Background: an optimization exercise with open tools, aiming at small area, a short achievable clock period and few clock cycles. Do not read the settings as production practice.
The RTL was checked by simulation tests, not by an equivalence proof against the original design.
Power figures rest on the tool's default switching activity, not on a simulated workload.

## job 101
Design fp_mult, start of the top module:
module fp_mult(A, B, clk, reset, C, done, flow);
    input [31:0] A, B;
    input clk;
    input reset;
    output [31:0] C;
    output done;
    output [1:0] flow;
    wire be0_one = B[0] ^ 1'b0;
    wire be0_two = (B[1] & ~B[0] & ~1'b0) | (~B[1] & B[0] & 1'b0);
    wire be0_neg = B[1];
    wire be0_x0 = (A[0] ^ B[1]);
    wire be0_x1 = (A[1] ^ B[1]);
    wire be0_x2 = (A[2] ^ B[1]);
    wire be0_x3 = (A[3] ^ B[1]);
    wire be0_x4 = (A[4] ^ B[1]);
    wire be0_x5 = (A[5] ^ B[1]);
    wire be0_x6 = (A[6] ^ B[1]);
    wire be0_x7 = (A[7] ^ B[1]);
    wire be0_x8 = (A[8] ^ B[1]);
    wire be0_x9 = (A[9] ^ B[1]);
    wire be0_x10 = (A[10] ^ B[1]);
    wire be0_x11 = (A[11] ^ B[1]);
    wire be0_x12 = (A[12] ^ B[1]);
    wire be0_x13 = (A[13] ^ B[1]);
    wire be0_x14 = (A[14] ^ B[1]);
    wire be0_x15 = (A[15] ^ B[1]);
    wire be0_x16 = (A[16] ^ B[1]);
    wire be0_x17 = (A[17] ^ B[1]);
    wire be0_x18 = (A[18] ^ B[1]);
    wire be0_x19 = (A[19] ^ B[1]);
    wire be0_x20 = (A[20] ^ B[1]);
    wire be0_x21 = (A[21] ^ B[1]);
    wire be0_x22 = (A[22] ^ B[1]);
    wire be0_x23 = ~B[1];
    wire pp1 = (be0_one & be0_x0) | (be0_two & B[1]);
    wire pp2 = (be0_one & be0_x1) | (be0_two & be0_x0);
    wire pp3 = (be0_one & be0_x2) | (be0_two & be0_x1);
    wire pp4 = (be0_one & be0_x3) | (be0_two & be0_x2);
    wire pp5 = (be0_one & be0_x4) | (be0_two & be0_x3);
    wire pp6 = (be0_one & be0_x5) | (be0_two & be0_x4);
    wire pp7 = (be0_one & be0_x6) | (be0_two & be0_x5);
    wire pp8 = (be0_one & be0_x7) | (be0_two & be0_x6);
    wire pp9 = (be0_one & be0_x8) | (be0_two & be0_x7);
    wire pp10 = (be0_one & be0_x9) | (be0_two & be0_x8);
    wire pp11 = (be0_one & be0_x10) | (be0_two & be0_x9);
    wire pp12 = (be0_one & be0_x11) | (be0_two & be0_x10);
    wire pp13 = (be0_one & be0_x12) | (be0_two & be0_x11);
  ...
clock: 5.0 ns
lec_check: 0
abc_area: 1
cap_margin: 20
core_margin: 2
core_utilization: 40
slew_margin: 20
synth_hierarchical: 1
standard.sh (not shown) runs the stock make flow with config.mk's settings and CLKGATE_MAP_FILE= SYNTH_SCRIPT=/design/flow/synth_recipe.tcl, a recipe that flattens the netlist after the stock synthesis.
==> flow/flow/run.sh <==
#!/bin/bash
set -o pipefail
export BUFFER_PORTS_ARGS="-buffer_cell sky130_fd_sc_hd__buf_2"
bash standard.sh > standard.log 2>&1
Testbench counts of job 101, summed over its fixed seeds: cycles 2,400.
[inputs] job 102 vs job 101
Settings: a change of CORE_UTILIZATION from 40 to 60.
==> flow/flow/run.sh <==
#!/bin/bash
set -o pipefail
export BUFFER_PORTS_ARGS="-buffer_cell sky130_fd_sc_hd__buf_4"
bash standard.sh > standard.log 2>&1
--- outcome ---
Comparing the two runs side by side, job 102 comes out ahead of job 101 on wire length.
Compared with job 101, job 102 shows routed wire length per instance that has gone up by a few percent.
Going from job 101 to job 102, number of well taps has decreased; number of fill cells decreased about 40%.
Changes in job 103 relative to job 102:
Settings: putting ABC_CLOCK_PERIOD_IN_PS at 8000 where nothing was set; swapping 60 for 40 in CORE_UTILIZATION.
Results
Compared with job 102, in job 103 total length of routed met3 wires lost about 40%; routability-driven placement congestion ratio -0.014; data arrival time of the critical path lost 20 ps; final period utilization has decreased. In job 103 the aggregate global-route resource usage turned out 11 points lower than in job 102. Job 103 finished every stage and its layout cleared the timing, design-rule and antenna checks. Final critical-path required period improves in job 103 relative to job 102. On post-synthesis to final-layout area growth, the higher figure sits with job 103, not job 102.
Relative to job 103, the following input files were edited for job 104:
Settings: a change of ABC_CLOCK_PERIOD_IN_PS from 8000 to 3000.
## What came out
Job 104 -> job 103: post-layout instance area delta 0, exact match. Diff job 103..job 104 | power consumed by combinational cells | negligible. Diff job 103..job 104 | maximum frequency | unchanged. In terms of number of cells traversed by the worst hold path, job 104 and job 103 differ only marginally. Diff job 104..job 103 | worst setup slack | unchanged. Diff job 103..job 104 | worst hold slack | unchanged. Reported for job 103 and job 104, synthesized area turned out identical to the last digit. First-pass GRT wire length came out exactly the same in job 103 and job 104.


fp_mult, a different RTL version from the one above (not shown whole).
Size: ~2,100 cells after synthesis, about 91 flip-flops, about 100 I/O pins.
==> flow/config.mk <==
export PLATFORM = sky130hd
export DESIGN_NAME = fp_mult
export DESIGN_NICKNAME = fp_mult
export VERILOG_FILES = /design/flow/design.v
export SDC_FILE = /design/flow/constraint.sdc
export NUM_CORES = 4
export LEC_CHECK = 0
export ABC_AREA = 1
export CAP_MARGIN = 20
export CORE_MARGIN = 2
export CORE_UTILIZATION = 40
export SETUP_SLACK_MARGIN = 0.3
export SLEW_MARGIN = 20
export SYNTH_HIERARCHICAL = 1
==> flow/constraint.sdc <==
create_clock -name core_clock -period 5.0 [get_ports {clk}]
set_input_delay 1.0000 -clock core_clock [delete_from_list [all_inputs] [get_ports {clk}]]
set_output_delay 1.0000 -clock core_clock [all_outputs]
set_load 0.01 [all_outputs]
run.sh (not shown) runs the stock make flow with config.mk's settings and CLKGATE_MAP_FILE= SYNTH_SCRIPT=/design/flow/synth_recipe.tcl, a recipe that flattens the netlist after the stock synthesis.
Stock flow here: none of the scripts above is used.
The first run completed with no timing, DRC or antenna violations.
Testbench counts at the start, summed over its fixed seeds: cycles 2,400.
Edit:
--- a/flow/config.mk
+++ b/flow/config.mk
@@ -11,2 +11 @@
-export CORE_UTILIZATION = 40
-export SETUP_SLACK_MARGIN = 0.3
+export CORE_UTILIZATION = 60
After rerunning: With this change the flow completed and failed the layout checks on setup timing; utilization came out higher by 23 points; first-iteration DRC count grows by 49%; total power climbs by 1.3%; clock-buffer cell count goes down by 1.
Edit:
--- a/flow/config.mk
+++ b/flow/config.mk
@@ -11 +11,2 @@
-export CORE_UTILIZATION = 60
+export CORE_UTILIZATION = 40
+export GPL_TIMING_DRIVEN = 0
The new run completed and failed the layout checks on setup timing; wire length climbs by 18%; die area rose by 49%; via count climbs by 0.46%; first-iteration DRC count shrinks by 6.1%; synthesized area stays the same; global-route usage goes down by 6.4 points; fmax decreases by 0.46%; hold slack got worse by 0.20 ns; utilization decreases by 24 points; cell area is higher by 1.6%.
Edit:
--- a/flow/config.mk
+++ b/flow/config.mk
@@ -12 +11,0 @@
-export GPL_TIMING_DRIVEN = 0
Effect: This time the run completed with no timing, DRC or antenna violations; wire length drops by roughly a tenth; total power drops by a few percent; clock-buffer cell count stays the same; fmax climbs by a few percent; via count drops by a few percent; die area does not change; sequential cell count stays the same; clock power drops by roughly a tenth; global-route usage drops by 2.6 points.
Edit:
==> flow/flow/run.sh (new file) <==
#!/bin/bash
set -o pipefail
export BUFFER_PORTS_ARGS="-buffer_cell sky130_fd_sc_hd__buf_4"
bash standard.sh > standard.log 2>&1
==> flow/standard.sh (new file) <==
#!/bin/bash
# synth_recipe.tcl (not shown) runs the flow's synth.tcl, then flattens the netlist and writes it again
# the make line also repeats each setting of config.mk as NAME=value (left out here)
make -C /OpenROAD-flow-scripts/flow DESIGN_CONFIG=/design/flow/config.mk WORK_HOME=/design/flow/orfs CLKGATE_MAP_FILE= SYNTH_SCRIPT=/design/flow/synth_recipe.tcl "${@:-finish}"
removed: flow/run.sh
=>
- power rises by 2.3%
- worst setup slack degrades by 0.021 ns
- cell area goes down by 4.6%
- cell count drops by 3.6%
- hold slack gets worse by 0.32 ns
- global-route usage falls by 0.54 points
- utilization drops by 2.2 points
- synthesized cell count is unchanged


job 7052:
RTL: one of the versions met above, not the one the previous note started from.
Size in the first run: about 2400 cells after synthesis, about 100 I/O pins, about 19000 sq um of cells after synthesis.
export LEC_CHECK = 0
export ABC_AREA = 1
export CAP_MARGIN = 20
export CORE_MARGIN = 2
export CORE_UTILIZATION = 50
export SLEW_MARGIN = 20
export SYNTH_HIERARCHICAL = 1
create_clock -name core_clock -period 5.0 [get_ports {clk}]
standard.sh (not shown) runs the stock make flow with config.mk's settings and CLKGATE_MAP_FILE= SYNTH_SCRIPT=/design/flow/synth_recipe.tcl, a recipe that flattens the netlist after the stock synthesis.
==> flow/flow/run.sh <==
#!/bin/bash
set -o pipefail
export BUFFER_PORTS_ARGS="-buffer_cell sky130_fd_sc_hd__buf_4"
bash standard.sh > standard.log 2>&1
Job 7052 went all the way through the flow, and no timing, DRC or antenna check failed.
Testbench counts of job 7052, summed over its fixed seeds: cycles 2,400.
For job 2064, these inputs were changed with respect to job 7052:
- changing CORE_UTILIZATION from 50 to 45
[summary]
Taking job 7052 as the reference point, the data arrival time of the critical path of job 2064 rises by 0.08 ns.
Transition time of the tightest slew-check pin (lower): job 7052
Taking job 7052 as the reference, in job 2064 total placed cells including tap cells moved up; final weighted congestion in routability-driven placement moved up; post-CTS setup buffer count level; via count moved up.
Row number of standard-cell rows in the floorplan: job 2064 higher / job 7052 lower
Job 7052 finished all stages; the layout is clean.
Job 2064 reached the end of the flow, and the finished layout is clean on the timing, design-rule and antenna checks.
A top routing layer in use of met4 is what job 7052 shows, while met5 belongs to job 2064.
In job 2064, routed wire length is higher than in job 7052.
Changes in job 5046 relative to job 2064:
- CORE_UTILIZATION now 40, was 45
### Flow results
Diff job 5046 and job 2064: share of power burned in combinational logic lower in job 2064. In the flow results for job 5046 and job 2064, the cell leakage power is larger on job 2064. Between job 5046 and job 2064, it is job 5046 whose final HPWL from detailed placement is higher, by 6.3%. The weighted congestion reported at the end of routability-driven placement reported for job 5046 is greater than that of job 2064 by 0.0037. Delta (job 5046 minus job 2064): clock-buffer cell count shrank by 1; worst setup slack grew by 0.079 ns; routed wire length went up by about 3%; minimum clock period saw a decrease; floorplan die area went up about 12%. Looking at proportion of total power due to net switching, job 5046 sits 0.71 points above job 2064. Uppermost signal routing layer after detailed routing = met4: job 5046; uppermost signal routing layer after detailed routing = met5: job 2064. Diff job 2064 -> job 5046 | portion of the clock cycle consumed by the worst path in the final layout | decrease of 1.6 points.
Input-level comparison between job 3104 and job 5046:
- an added CTS_CLUSTER_SIZE of 40
- an added CTS_BUF_LIST of sky130_fd_sc_hd__clkbuf_8
- No stage failed in job 3104, and the final checks on the layout all came back clean.
- Job 5046 has a lower final period utilization than job 3104.
- Job 3104 and job 5046 ended up with nearly the same switching power.
- Between job 3104 and job 5046, the core utilization is higher for job 5046.
- Status: routed wire length parity (job 3104, job 5046)
- Non-clock buffer count is lower on job 5046
- Diff job 3104..job 5046 | final layout net count | negligible
- From job 5046 to job 3104 the numbers moved as follows: overall power saw a decrease, proportion of cell area occupied by registers saw little to no change, final area saw a decrease.

==> port drivers added, routing unchanged <==
The results above use ideal ports. As a check the final layouts listed here were re-extracted and re-timed, cells and wires unchanged.
Step 1 (the two cells are an assumption about what drives the block):
set clk [get_ports {clk}]
set_driving_cell -lib_cell sky130_fd_sc_hd__clkbuf_16 $clk
set_driving_cell -lib_cell sky130_fd_sc_hd__buf_2 [delete_from_list [all_inputs] $clk]
Step 2 also shifts input and output timing later by t, the mid clock arrival at the registers, as if the neighbouring blocks saw the same clock.
Slacks: ideal / step 1 / step 2; pairs: ideal / step 1.
run | t (ns) | setup slack, ns | worst slew at a driven data input, ns | cell pins on the clock port's net
job 101 | 0.418 | 0.239 / 0.184 / -0.085 | 0.09 | 1
job 102 | 0.409 | 0.282 / 0.230 / -0.127 | 0.06 | 1
job 103 | 0.413 | 0.304 / 0.247 / -0.037 | 0.08 | 1
job 104 | 0.413 | 0.304 / 0.247 / -0.037 | 0.08 | 1
the first run of note 2 | 0.430 | 0.174 / 0.119 / -0.066 | 0.11 | 1
the second run of note 2 | 0.413 | -0.019 / -0.069 / -0.404 | 0.07 | 1
the third run of note 2 | 0.433 | -0.042 / -0.015 / -0.448 | 0.09 | 1
the fourth run of note 2 | 0.422 | 0.119 / 0.076 / -0.288 | 0.12 | 1
the fifth run of note 2 | 0.421 | 0.097 / 0.041 / -0.240 | 0.16 | 1
job 7052 | 0.409 | 0.313 / 0.280 / -0.062 | 0.05 | 1
job 2064 | 0.404 | 0.224 / 0.195 / -0.149 | 0.05 | 1
job 5046 | 0.413 | 0.304 / 0.247 / -0.037 | 0.08 | 1
job 3104 | 0.443 | 0.232 / 0.179 / -0.053 | 0.08 | 1
With both steps, setup timing fails in 11 of these runs, where it was met with ideal ports. For job 102, which loses most, drivers alone change the setup slack by -0.052 ns; drivers and shift together by -0.409 ns.
